What follows belongs to an exercise in optimizing a design on an open flow for a short achievable clock period and few clock cycles; a production flow would make more cautious choices. No functional check of the RTL was part of any run shown here. Power figures rest on the tool's default switching activity, not on a simulated workload.

File: design.v
`timescale 1ns / 1ps
module risc16(clk, rst, imem_addr, imem_data, wb_en, wb_reg, wb_data);
	input         clk, rst;
	output [15:0] imem_addr;
	input  [15:0] imem_data;
	output        wb_en;
	output [2:0]  wb_reg;
	output [15:0] wb_data;
	localparam NBTB = 16;
	reg [15:0] R [0:7];
	reg [15:0] res_q;
	reg        br_q;
	reg [15:0] fpc_q;
	reg        btb_v   [0:NBTB-1];
	reg [15:0] btb_tag [0:NBTB-1];
	reg [15:0] btb_tgt [0:NBTB-1];
	reg [3:0]  btb_ptr;
	wire [15:0] fpc_inc = fpc_q + 16'd1;
	reg  [15:0] btb_pred;
	reg         btb_hit;
	integer i;
	always @(*) begin
		btb_pred = 16'd0;
		btb_hit  = 1'b0;
		for (i = 0; i < NBTB; i = i + 1)
			if (btb_v[i] && btb_tag[i] == fpc_q) begin
				btb_pred = btb_pred | btb_tgt[i];
				btb_hit  = 1'b1;
			end
	end
	wire [15:0] pred_next = btb_hit ? btb_pred : fpc_inc;
	reg        f2_v;
	reg [15:0] f2_pc1;            
	reg [15:0] f2_pred;           
	reg        f2_seq;            
	reg        ex_v;
	reg [15:0] ex_ir;
	reg [15:0] ex_pc1;
	reg [15:0] ex_pred;
	reg        ex_seq;
	reg [15:0] ex_a, ex_b;        
	reg        ex_fa, ex_fb;      
	wire [3:0]  op  = ex_ir[15:12];
	wire        L   = ex_ir[11];
	wire [2:0]  wr  = ex_ir[10:8];
	wire [7:0]  imm = ex_ir[7:0];
	wire [15:0] A   = ex_fa ? res_q : ex_a;
	wire [15:0] B   = ex_fb ? res_q : ex_b;
	wire writes = ~(op == 4'd7 || op == 4'd12 || op == 4'd13);
	wire        a_eq_b = (A == B);
	wire        a_lt_u = (A < B);
	wire        a_gt_u = (A > B);
	wire        a_lt_s = ($signed(A) < $signed(B));
	wire        a_gt_s = ($signed(A) > $signed(B));
	wire [4:0]  cmp = {L ? a_lt_s : a_lt_u, L ? a_gt_s : a_gt_u,
	                   (B == 16'd0), (A == 16'd0), a_eq_b};
	reg [15:0] res_n;
	reg        br_n;
	always @(*) begin
		res_n = res_q;
		br_n  = br_q;
		case (op)
			4'd0:  begin res_n = A + B; br_n = 1'b0; end
			4'd1:  begin res_n = A | B; br_n = 1'b0; end
			4'd2:  begin res_n = A & B; br_n = 1'b0; end
			4'd3:  begin res_n = A ^ B; br_n = 1'b0; end
			4'd4:  begin res_n = ~A;    br_n = 1'b0; end
			4'd8:  begin res_n = L ? {imm, 8'h00} : {8'h00, imm}; br_n = 1'b0; end
			4'd9:  res_n = {res_q[15:5], cmp};
			4'd10: res_n = A << B[2:0];
			4'd11: res_n = B >> B[2:0];
			4'd12: begin res_n = L ? A : {8'h00, imm}; br_n = 1'b1; end
			4'd13: begin res_n = A; br_n = B[{L, ex_ir[1:0]}]; end
			default: ;
		endcase
	end
	wire [15:0] next_pc = br_n ? res_n : ex_pc1;
	wire        mispred = ex_v & (br_n ? (res_n != ex_pred) : ~ex_seq);
	reg        up_v;
	reg [15:0] up_pc;             
	reg [15:0] up_tgt;
	reg        up_seq;
	wire [15:0] up_pcm1 = up_pc - 16'd1;
	reg         up_hit;
	reg  [NBTB-1:0] up_match;
	always @(*) begin
		up_hit = 1'b0;
		for (i = 0; i < NBTB; i = i + 1) begin
			up_match[i] = btb_v[i] && btb_tag[i] == up_pcm1;
			if (up_match[i]) up_hit = 1'b1;
		end
	end
	always @(posedge clk) begin
		if (rst) begin
			fpc_q <= 16'd0;
			f2_v  <= 1'b0;
			ex_v  <= 1'b0;
			up_v  <= 1'b0;
			btb_ptr <= 4'd0;
			for (i = 0; i < NBTB; i = i + 1) btb_v[i] <= 1'b0;
		end else begin
			fpc_q   <= mispred ? next_pc : pred_next;
			f2_v    <= ~mispred;
			f2_pc1  <= fpc_inc;
			f2_pred <= pred_next;
			f2_seq  <= ~btb_hit;
			ex_v    <= f2_v & ~mispred;
			up_v    <= ex_v;
			up_pc   <= ex_pc1;
			up_tgt  <= next_pc;
			up_seq  <= ~br_n | (res_n == ex_pc1);
			if (up_v) begin
				if (up_hit) begin
					for (i = 0; i < NBTB; i = i + 1)
						if (up_match[i]) begin
							btb_tgt[i] <= up_tgt;
							if (up_seq) btb_v[i] <= 1'b0;
						end
				end else if (!up_seq) begin
					btb_v[btb_ptr]   <= 1'b1;
					btb_tag[btb_ptr] <= up_pcm1;
					btb_tgt[btb_ptr] <= up_tgt;
					btb_ptr <= btb_ptr + 4'd1;
				end
			end
		end
	end
	always @(posedge clk) begin
		ex_ir   <= imem_data;
		ex_pc1  <= f2_pc1;
		ex_pred <= f2_pred;
		ex_seq  <= f2_seq;
		ex_a    <= R[imem_data[4:2]];
		ex_b    <= R[imem_data[7:5]];
		ex_fa   <= ex_v & writes & (wr == imem_data[4:2]);
		ex_fb   <= ex_v & writes & (wr == imem_data[7:5]);
	end
	reg        wb_en_q;
	reg [2:0]  wb_reg_q;
	reg [15:0] wb_data_q;
	always @(posedge clk) begin
		if (rst) begin
			res_q   <= 16'd0;
			br_q    <= 1'b0;
			wb_en_q <= 1'b0;
			for (i = 0; i < 8; i = i + 1) R[i] <= 16'd0;
		end else begin
			wb_en_q <= ex_v & writes;
			if (ex_v) begin
				res_q <= res_n;
				br_q  <= br_n;
				if (writes) R[wr] <= res_n;
			end
		end
		wb_reg_q  <= wr;
		wb_data_q <= res_n;
	end
	assign imem_addr = fpc_q;
	assign wb_en     = wb_en_q;
	assign wb_reg    = wb_reg_q;
	assign wb_data   = wb_data_q;
endmodule
File: config.mk
export PLATFORM = sky130hd
export DESIGN_NAME = risc16
export DESIGN_NICKNAME = risc16
export VERILOG_FILES = /design/flow/design.v
export SDC_FILE = /design/flow/constraint.sdc
export NUM_CORES = 4
export LEC_CHECK = 0
export CAP_MARGIN = 20
export CORE_MARGIN = 2
export CORE_UTILIZATION = 40
export SLEW_MARGIN = 20
File: constraint.sdc
create_clock -name core_clock -period 8.0 [get_ports {clk}]
set_input_delay 1.6000 -clock core_clock [delete_from_list [all_inputs] [get_ports {clk}]]
set_output_delay 1.6000 -clock core_clock [all_outputs]
set_load 0.01 [all_outputs]
File: run.sh
#!/bin/bash
# synth_recipe.tcl (not shown) runs the flow's synth.tcl, then flattens the netlist and writes it again
# the make line also repeats each setting of config.mk as NAME=value (left out here)
make -C /OpenROAD-flow-scripts/flow DESIGN_CONFIG=/design/flow/config.mk WORK_HOME=/design/flow/orfs CLKGATE_MAP_FILE= SYNTH_SCRIPT=/design/flow/synth_recipe.tcl finish
==> impl_metrics.csv, run 1 <==
group,metric,value,unit
outcome,status,"no timing/DRC/antenna violations",
place,io_buffers,53,
clock_network,cts.path.max_buffers,3,
clock_network,cts_root_buf,"clkbuf_16",
power_and_ir_drop,ir_worst_vdd,0.171,mV
floorplan,die_x,332,um
logic_synthesis,synth.largest_area_cell,"edfxtp_1",
global_route,grt_max_degree,50,
finish,nNetsFinal,3499,
logic_synthesis,synthFlopType,"edfxtp_1",
global_route,overflow,0,
critical_path,start_kind,"flip-flop",
detailed_routing,vias,30400,
floorplan,die_h,332,um
clock_network,post_cts.repair.setup_buffers,0,
sta,rsz0062_at_grt,"no",
detailed_routing,drt_wl_total,153000,um
power_and_ir_drop,power_frac_seq,47.8,%
sta,drv_slew,0,
power_and_ir_drop,swShare,26.6,%
sta,fin_crit,6660,ps
detailed_routing,ant_nets,0,
flow_run,maxCapViolCount,0,
logic_synthesis,syn_area_per_cell,12.9,sq um
detailed_routing,routedWlPerCell,31.1,um
power_and_ir_drop,power-per-cell-area,219,nW/um^2
detailed_routing,drcViolationCount,0,
logic_synthesis,async_flop_share,0,%
floorplan,start_util,40.3,%
finish,final_cells,4910,
floorplan,row_count,120,
power_and_ir_drop,p_int,7.89,mW
place,place.gp.congestion,0.981,
global_route,grt_pass1_wl,216000,um
sta,fmax,0.150,GHz
logic_synthesis,ys_ff_latch,865,
logic_synthesis,ys_types,95,
logic_synthesis,yosysTopAreaCellShare,49.2,%
sta,tightest_slew,1230,ps
clock_network,ctsHoldBuffers,0,
critical_path,crit_required,8520,ps
logic_synthesis,synth_edf_count,706,
logic_synthesis,synthesis.area,43100,sq um
sta,relSlewSlack,18.1,%
detailed_routing,initialDrtViolationCount,4024,
floorplan,fp.coreArea,107000,sq um
power_and_ir_drop,clkPwrFrac,40.2,%
logic_synthesis,ys_warn_count,1,
critical_path,cp_max_fo,27,
power_and_ir_drop,p_leak,16.9,nW
finish,area_delta_synth_final,13.8,%
power_and_ir_drop,power_switching,2.86,mW
global_route,grt_pass1_vias,29100,
clock_network,tritoncts,"yes",
logic_synthesis,syn_inst,3345,
logic_synthesis,syn_nets,3419,
global_route,grt_usage,27.1,%
finish,reg_top3,"btb_tag: 256 flops, btb_tgt: 256 flops, R: 128 flops",
logic_synthesis,yosysSeqAreaShare,56.6,%
hold_path,min_path_type,"flip-flop to flip-flop",
logic_synthesis,synthTopCellsByArea,"edfxtp_1 49%, dfxtp_1 7.4%, xnor2_1 5.8%",
place,dp.cells,4731,
finish,drive_gt1_share,14.9,%
clock_network,cts_resized,0,
place,dpl.hpwl,97900,um
critical_path,path_class,"flip-flop to flip-flop",
sta,fin_skew,52.3,ps
floorplan,io_pins,54,
floorplan,die_area,110000,sq um
power_and_ir_drop,pwr-share-comb,12.0,%
clock_network,clk_pin_slew_worst_paths,60,ps
sta,post-route-period-util,83.3,%
clock_network,cts-buffers-inserted,94,
sta,final_hold_viol_count,0,
clock_network,htreeDepth,3,
critical_path,critical_path_arrival,7180,ps
detailed_routing,first_pass_iters,6,
global_route,antenna_found_initial,5,
critical_path,end_kind,"flip-flop",
clock_network,insertion_delay,700,ps
sta,setup_viol,0,
clock_network,cts_num_sinks,865,
sta,fin_setup_tns,0,ps
detailed_routing,vias_per_cell,6.19,
-- layout by cell type, fill, tap and decap left out, types with 48 or more instances in the layout --
cell             count
mux4_2              66
edfxtp_1           706
nor3_1              63
clkdlybuf4s50_1     48
dfxtp_1            154
mux2i_1             94
nand4_1             68
a221oi_1            76
xor2_1             248
nand3_1             74
mux2_2              74
buf_4              135
nand2_1            114
xnor2_1            275
ha_1                55
nor2_1             247
inv_1              100
clkbuf_16           95
o21ai_0             66
nor4_1              90
a22o_1              65
a21oi_1             60
-- logic make-up (layout without fill, tap and decap cells) --
family                     after synthesis  in the layout  synth area share, %
buffers and inverters                  312            472                 2.91
AOI/OAI and AO/OA                      481            481                 8.21
and+or+nand+nor                        823            823                 10.2
muxes                                  237            237                 7.68
xor gates and xnor gates               571            571                 12.8
DFF                                    865            865                 56.6
adders and majority gates               56             56                 1.64
other                                    0              2                    0
-- per-layer routing --
layer | routed length, um | global-route usage (%)
met5 | 27 | 0
met4 | 6960 | 11.2
met3 | 14200 | 4.66
met2 | 69800 | 42.8
met1 | 61900 | 36.9
-- metrics by stage --
stage	util (%)	power [mW]	setup slack [ps]	instance area, sq um	hold slack [ps]
floorplan	-	5.92	2550	43100	323
global placement	42.9	6.48	1560	45800	325
detailed placement	42.9	6.48	1470	45900	327
CTS	45.8	10.7	1420	49000	340
global route	45.9	11.0	905	49000	343
finish	45.9	10.7	1340	49000	341
-- cell type report --
| type | count | area, sq um |
|---|---|---|
| fill | 9602 | 57900 |
| tap | 1403 | 1760 |
| inverter | 105 | 397 |
| sequential | 865 | 24400 |
| timing repair buffer | 191 | 1570 |
| multi-input combinational | 2168 | 17800 |
| antenna | 2 | 5.00 |
| clock buffer | 128 | 2580 |
| clock inverter | 48 | 484 |
-- synthesized netlist by cell type (8+ instances only) --
master / n
edfxtp_1: 706
xnor2_1: 284
xor2_1: 249
nor2_1: 247
dfxtp_1: 159
clkbuf_1: 140
nand2_1: 114
nor4_1: 107
inv_1: 100
mux2i_1: 95
a221oi_1: 76
mux2_2: 74
nand3_1: 74
nand4_1: 68
o21ai_0: 67
mux4_2: 66
a22o_1: 65
nor3_1: 63
a21oi_1: 60
ha_1: 55
xnor3_1: 34
buf_1: 32
o211ai_1: 32
o22ai_1: 32
buf_2: 25
or4_1: 20
nor2b_1: 15
and3_1: 14
a22oi_1: 13
o2111ai_1: 11
and2_1: 10
o21ai_1: 10
nor3b_1: 9
a2111oi_0: 8
a211oi_1: 8
nand2b_1: 8
o221ai_1: 8
o32ai_1: 8
or2_2: 8
or3_1: 8
-- final timing paths --
check                           slack (ps)           startpoint             endpoint  depth (start not counted)
worst max-delay path                  1340        ex_fb$_DFF_P_  fpc_q[2]$_SDFF_PP0_                         17
worst min-delay path                   340  f2_pc1[5]$_DFFE_PN_    ex_pc1[5]$_DFF_P_                          0
worst max register to register        1340        ex_fb$_DFF_P_  fpc_q[2]$_SDFF_PP0_                         17
worst min register to register         340  f2_pc1[5]$_DFFE_PN_    ex_pc1[5]$_DFF_P_                          0
-- critical path, stage by stage (launching register included) --
cell	delay [ps]
dfxtp_1	310
buf_4	340
mux2i_2	250
buf_4	370
clkinv_1	860
ha_1	560
a211o_1	330
a211oi_1	620
nor2_1	170
mux2i_1	160
or4_1	530
o21ai_2	240
inv_2	130
a222oi_1	330
and4_1	250
nand4b_1	590
a21oi_1	360
nor3_1	70
-- power groups by stage --
stage	sequential [mW]	clock, mW	combinational, mW
after floorplan	5.15	0	0.773
after global placement	5.23	0	1.25
after detailed placement	5.23	0	1.25
after CTS	5.13	4.36	1.26
after global routing	5.14	4.53	1.35
final	5.14	4.32	1.29
==> run 2: changes to the inputs <==
--- a/config.mk
+++ b/config.mk
@@ -6,6 +6,8 @@
 export NUM_CORES = 4
 export LEC_CHECK = 0
+export ABC_CLOCK_PERIOD_IN_PS = 2500
 export CAP_MARGIN = 20
 export CORE_MARGIN = 2
 export CORE_UTILIZATION = 40
+export SETUP_SLACK_MARGIN = 5
 export SLEW_MARGIN = 20
==> impl_metrics.csv, run 2 <==
group,metric,value,unit
outcome,status,"no timing/DRC/antenna violations",
detailed_routing,first_pass_iters,6,
sta,post-route-period-util,56.7,%
power_and_ir_drop,clkPwrFrac,38.0,%
critical_path,path_cells,"buf_6, inv_12, ha_4, or4b_4, nor2_1, buf_4, xnor2_2, buf_6, xor2_1, nand3_1, or4_4, o31ai_1, and4bb_4, buf_6, nand3_4, buf_8, o22ai_4, buf_16",
floorplan,die_area,110000,sq um
sta,fin_crit,4540,ps
logic_synthesis,synthFlopType,"edfxtp_1",
clock_network,ctsHoldBuffers,0,
place,place.gp.congestion,0.953,
place,dpl.hpwl,99400,um
detailed_routing,routedWlPerCell,33.3,um
flow_run,maxCapViolCount,0,
global_route,grt_pass1_wl,247000,um
logic_synthesis,synthesis.area,43100,sq um
global_route,overflow,0,
power_and_ir_drop,p_leak,21.2,nW
place,io_buffers,53,
detailed_routing,drcViolationCount,0,
power_and_ir_drop,p_int,8.31,mW
clock_network,tritoncts,"yes",
power_and_ir_drop,power_switching,3.12,mW
critical_path,cp_slowest_cell,"or4b_4",
sta,tightest_slew,1390,ps
power_and_ir_drop,ir_worst_vdd,0.173,mV
clock_network,clk_pin_slew_worst_paths,60,ps
global_route,antenna_found_initial,9,
critical_path,path_class,"flip-flop to flip-flop",
logic_synthesis,syn_inst,3345,
logic_synthesis,synth_edf_count,706,
floorplan,die_h,332,um
critical_path,end_kind,"flip-flop",
logic_synthesis,ys_ff_latch,865,
hold_path,min_path_type,"flip-flop to flip-flop",
sta,drv_slew,0,
detailed_routing,initialDrtViolationCount,4656,
finish,final_common_cell,"edfxtp_1",
sta,rsz0062_at_grt,"yes",
critical_path,cp_max_fo,13,
finish,area_delta_synth_final,37.5,%
power_and_ir_drop,power_frac_seq,45.0,%
clock_network,cts_num_sinks,865,
detailed_routing,ant_nets,0,
critical_path,crit_required,8440,ps
floorplan,die_x,332,um
logic_synthesis,ys_types,95,
logic_synthesis,syn_area_per_cell,12.9,sq um
sta,fin_skew,48.6,ps
clock_network,cts_root_buf,"clkbuf_16",
finish,seqCellArea,24500,sq um
floorplan,fp.coreArea,107000,sq um
detailed_routing,vias,34200,
power_and_ir_drop,swShare,27.3,%
clock_network,insertion_delay,700,ps
clock_network,htreeDepth,3,
power_and_ir_drop,pwr-share-comb,17.1,%
detailed_routing,vias_per_cell,6.31,
critical_path,critical_path_arrival,4980,ps
clock_network,cts-buffers-inserted,93,
logic_synthesis,yosysSeqAreaShare,56.6,%
finish,multiInputGateArea,20900,sq um
finish,nFillCells,8455,
global_route,grt_usage,31.3,%
finish,reg_top3,"btb_tag: 256 flops, btb_tgt: 256 flops, R: 128 flops",
clock_network,cts.path.max_buffers,3,
detailed_routing,drt_wl_total,180000,um
critical_path,worst_path_most_repeated_cell,"buf_6",
sta,relSlewSlack,7.51,%
sta,hold_slack,332,ps
logic_synthesis,synth.largest_area_cell,"edfxtp_1",
logic_synthesis,async_flop_share,0,%
finish,most-common-layout-cells,"706 x edfxtp_1, 327 x buf_4, 270 x xnor2_1",
logic_synthesis,yosys-top-cells-count,"706 x edfxtp_1, 284 x xnor2_1, 249 x xor2_1",
logic_synthesis,syn_nets,3419,
sta,fin_setup_tns,0,ps
critical_path,cpPeakStageDelay,580,ps
floorplan,start_util,40.3,%
logic_synthesis,synthTopCellsByArea,"edfxtp_1 49%, dfxtp_1 7.4%, xnor2_1 5.8%",
logic_synthesis,ys_warn_count,1,
sta,final_hold_viol_count,0,
logic_synthesis,yosysTopAreaCellShare,49.2,%
sta,setup_viol,0,
floorplan,io_pins,54,
logic_synthesis,yosysMostFrequentCell,"edfxtp_1",
floorplan,row_count,120,
sta,fmax,0.220,GHz
global_route,grt_pass1_vias,32500,
finish,final_util,55.4,%
global_route,grt_max_degree,62,
finish,drive_gt1_share,35.8,%
finish,nNetsFinal,4014,
power_and_ir_drop,power-per-cell-area,193,nW/um^2
critical_path,start_kind,"flip-flop",
## run 2: cell type report
cell class              count  area share, %
diodes                      3         0.0127
flip-flops and latches    865           41.3
inverters                 105          0.947
clock buffers             128           4.29
clock inverters            40          0.818
repair buffers            701           14.4
multi-input cells        2173           35.3
well taps                1403           2.97
repair inverters            1         0.0275
## run 2: kinds of logic (layout without fill, tap and decap cells)
family	Yosys count	in the layout	synth area share, %
AOI/OAI and AO/OA	481	481	8.21
DFF	865	865	56.6
muxes	237	237	7.68
other	0	3	0
xor gates and xnor gates	571	571	12.8
and+or+nand+nor	823	828	10.2
adders and majority gates	56	56	1.64
buffers and inverters	312	975	2.91
## run 2: power groups by stage
stage          Combinational, mW  Clock (mW)  Sequential, mW
3_5_place_dp                1.30           0            5.24
5_1_grt                     2.00        4.55            5.14
4_1_cts                     1.76        4.37            5.13
2_1_floorplan              0.879           0            5.15
3_3_place_gp                1.30           0            5.23
6_report                    1.95        4.34            5.14
## run 2: per-layer routing
layer | up-vias | GRT usage (%) | share of wire [%]
met2 | 2531 | 48.5 | 44
met3 | 683 | 7.88 | 12
li1 | 13900 | - | -
met4 | 4 | 16.0 | 7.0
met1 | 17100 | 40.6 | 37
met5 | - | 0.434 | 0.015
## run 2: what timing repair did
| item | 4_1_cts | 5_1_grt |
|---|---|---|
| pin swaps | 148 | 124 |
| gates resized for setup | 660 | 266 |
| setup endpoints to repair | 1147 | 912 |
| gates cloned | 37 | 11 |
| setup buffers | 378 | 127 |
## run 2: worst paths after layout
check	startpoint	cells after the start	to	slack (ps)
hold / removal	f2_seq$_DFFE_PN_	0	ex_seq$_DFF_P_	330
setup / recovery	up_pc[0]$_DFFE_PN_	18	btb_tgt[11][12]$_DFFE_PP_	3460
setup reg to reg	up_pc[0]$_DFFE_PN_	18	btb_tgt[11][12]$_DFFE_PP_	3460
hold reg to reg	f2_seq$_DFFE_PN_	0	ex_seq$_DFF_P_	330
## run 2: metrics by stage
step,power (mW),cell area [sq um],worst slack (ps),cells
3_5_place_dp,6.54,46600,1670,4694
3_3_place_gp,6.54,46500,1730,4693
5_1_grt,11.7,59200,3470,5418
6_report,11.4,59200,3460,5419
2_1_floorplan,6.03,44600,3700,3345
4_1_cts,11.3,56600,3630,5277
## run 2: worst max-delay path, delay by kind of cell, from the launching register on
kind | cells | cell delay [ps]
and+or+nand+nor | 6 | 1850
DFF | 1 | 380
buffers and inverters | 7 | 1280
xor gates and xnor gates | 2 | 410
AOI/OAI and AO/OA | 2 | 240
adders and majority gates | 1 | 130

-- port drivers added, routing unchanged --
How much do the figures lean on ideal ports? The routed layouts below were timed once more, with nothing changed but the port constraints.
Step 1: set_driving_cell puts a clkbuf_16 on clk and a buf_2 on each other input, an assumption about the parent block.
Step 2 also shifts input and output timing later by t, the mid clock arrival at the registers, as if the neighbouring blocks saw the same clock.
a / b / c = ideal ports / drivers / drivers and shift; a / b = the first two.
run | t, ns | setup slack, ns | worst hold slack (ns) | worst setup path at the end | pins driven straight from the clock port
run 1 | 0.744 | 1.338 / 1.338 / 1.338 | 0.341 / 0.341 / 0.341 | register to register | 1
run 2 | 0.742 | 3.462 / 3.462 / 3.462 | 0.332 / 0.332 / 0.332 | register to register | 1
After both steps setup and hold are still met in every run listed.
